Background: an optimization exercise with open tools, aiming at small area and a short achievable clock period. Do not read the settings as production practice. In this exercise RTL edits were held to simulation tests only and were not proved equivalent to the original.

## fpu_addmul
module fpu_addmul(
  input  wire        clk,
  input  wire        op,      
  input  wire [31:0] s,
  input  wire [31:0] t,
  output wire [31:0] d
);
For scale: ~3700 cells after synthesis, about 31000 um^2 of cells after synthesis.
export LEC_CHECK = 0
export CAP_MARGIN = 20
export CORE_MARGIN = 2
export CORE_UTILIZATION = 40
export CTS_BUF_LIST = sky130_fd_sc_hd__clkbuf_4 sky130_fd_sc_hd__clkbuf_8
export SLEW_MARGIN = 20
export SYNTH_HIERARCHICAL = 1
export TNS_END_PERCENT = 5
create_clock -name core_clock -period 13.0 [get_ports {clk}]
standard.sh (not shown) runs the stock make flow with config.mk's settings and CLKGATE_MAP_FILE= SYNTH_SCRIPT=/design/flow/synth_recipe.tcl, a recipe that flattens the netlist after the stock synthesis.
==> flow/flow/run.sh <==
#!/bin/bash
set -euo pipefail
export SETUP_SLACK_MARGIN=7.5
export BUFFER_PORTS_ARGS="-buffer_cell sky130_fd_sc_hd__buf_2"
bash standard.sh > standard.log 2>&1
Then changed:
--- a/flow/flow/run.sh
+++ b/flow/flow/run.sh
@@ -3 +3 @@
-export SETUP_SLACK_MARGIN=7.5
+export SETUP_SLACK_MARGIN=7
Outcome:
- The new run completed without violations
- worst setup slack gets worse by 130 ps
- area after synthesis stays the same
- via count came out lower by 3.0%
Then changed:
TNS_END_PERCENT = 1   (was 5)
Result: The new run completed with no timing, DRC or antenna violations; fmax went down by 0.34%; wire length hardly moves; final area went down by 0.35%; core utilization went down by 0.15 points; setup slack is worse by 21 ps; register-to-register slack is worse by 20 ps; non-clock buffer count went down by 7; clock skew stays flat; sequential share of layout area stays flat.
Then changed:
--- a/flow/flow/run.sh
+++ b/flow/flow/run.sh
@@ -3 +3 @@
-export SETUP_SLACK_MARGIN=7
+export SETUP_SLACK_MARGIN=6.5
TNS_END_PERCENT = 5   (was 1)
After rerunning: Fmax falls by roughly a tenth; count of clock-buffer cells in the layout does not change; setup slack gets worse by 650 ps.

## job 5976
fpu_addmul again, from the RTL that the note above started with.
export LEC_CHECK = 0
export CAP_MARGIN = 20
export CORE_MARGIN = 2
export CORE_UTILIZATION = 40
export CTS_BUF_LIST = sky130_fd_sc_hd__clkbuf_4 sky130_fd_sc_hd__clkbuf_8
export SLEW_MARGIN = 20
export SYNTH_HIERARCHICAL = 1
create_clock -name core_clock -period 13.0 [get_ports {clk}]
==> flow/flow/run.sh <==
#!/bin/bash
set -euo pipefail
export SETUP_SLACK_MARGIN=7
export BUFFER_PORTS_ARGS="-buffer_cell sky130_fd_sc_hd__buf_2"
bash standard.sh > standard.log 2>&1
#### Input delta (job 3623 over job 5976)
Settings: removing CTS_BUF_LIST (formerly sky130_fd_sc_hd__clkbuf_4 sky130_fd_sc_hd__clkbuf_8); setting TNS_END_PERCENT to 5 for the first time.
Findings:
Relative to job 5976, minimum clock period has increased by 0.18 ns in job 3623.
On job 3623: worst path arrival time is 2.74 ns lower than what job 5976 gave.
Lower global-route wire length before repair goes to job 3623 over job 5976.
[compare] base=job 5976 new=job 3623: clock input transition at the sequential cells of the worst setup and hold paths saw little to no change; initial antenna violation count fell 2; hold slack grew by 0.0041 ns; vias per cell essentially unchanged.
Job 3623 against job 5976: share of the cycle needed by the critical path after routing grew by 1.4 points, core utilization shrank by 1.1 points.
Input-level comparison between job 3798 and job 3623:
Settings: TNS_END_PERCENT changed from 5 to 20; CTS_BUF_LIST newly set to sky130_fd_sc_hd__clkbuf_4 sky130_fd_sc_hd__clkbuf_8.
Findings:
Job 3798 finished all stages; the layout is clean. Share of final layout cell area taken by non-clock buffers | job 3798 above job 3623. Job 3798 -> job 3623: hold slack flat. Going from job 3623 to job 3798, cell count along the critical path grows by 1. Where post-route worst setup slack is concerned, job 3623 is outperformed by job 3798. Compared to job 3623, job 3798 has synthesis-to-finish area growth 1.8 points higher. On job 3798: final critical path time including I/O delays and setup is 0.13 ns lower than what job 3623 gave. Job 3798 and job 3623 ended up with nearly the same worst-case headroom to the max-slew limit.
The inputs of job 9853 differ from those of job 3798 as listed below.
Settings: changing SLEW_MARGIN from 20 to 5; changing TNS_END_PERCENT from 20 to 5; changing CAP_MARGIN from 20 to 5.
Findings:
- Smallest hold slack deteriorates in job 9853 relative to job 3798.

-- static timing again, ports no longer ideal --
Ports are ideal in the flow. The routed layouts listed here were re-timed in OpenROAD.
Step 1: set_driving_cell puts a clkbuf_16 on clk and a buf_2 on each other input, an assumption about the parent block.
Step 2 moves the port delays by t, midway between the first and last clock arrival at a register: inputs arrive t later, outputs are due t later. That takes back most of the time a late clock gives input paths.
a / b / c = no drivers / after step 1 / after step 2; a / b = the first two.
| run | shift t [ns] | setup slack, ns | pins driven straight from the clock port |
|---|---|---|---|
| the first run of note 1 | 0.560 | 7.126 / 7.086 / 6.606 | 1 |
| the second run of note 1 | 0.555 | 6.995 / 6.948 / 6.674 | 1 |
| the third run of note 1 | 0.554 | 6.975 / 6.937 / 6.568 | 1 |
| the fourth run of note 1 | 0.536 | 6.328 / 6.328 / 6.328 | 1 |
| job 5976 | 0.558 | 7.081 / 7.068 / 6.738 | 1 |
| job 3623 | 0.512 | 6.899 / 6.831 / 6.761 | 1 |
| job 3798 | 0.557 | 7.033 / 6.972 / 6.756 | 1 |
| job 9853 | 0.566 | 6.990 / 6.936 / 6.678 | 1 |
After both steps every run listed still meets setup and hold. The setup slack of the first run of note 1, which loses most, moves by -0.040 ns with the drivers and by -0.520 ns with both steps.
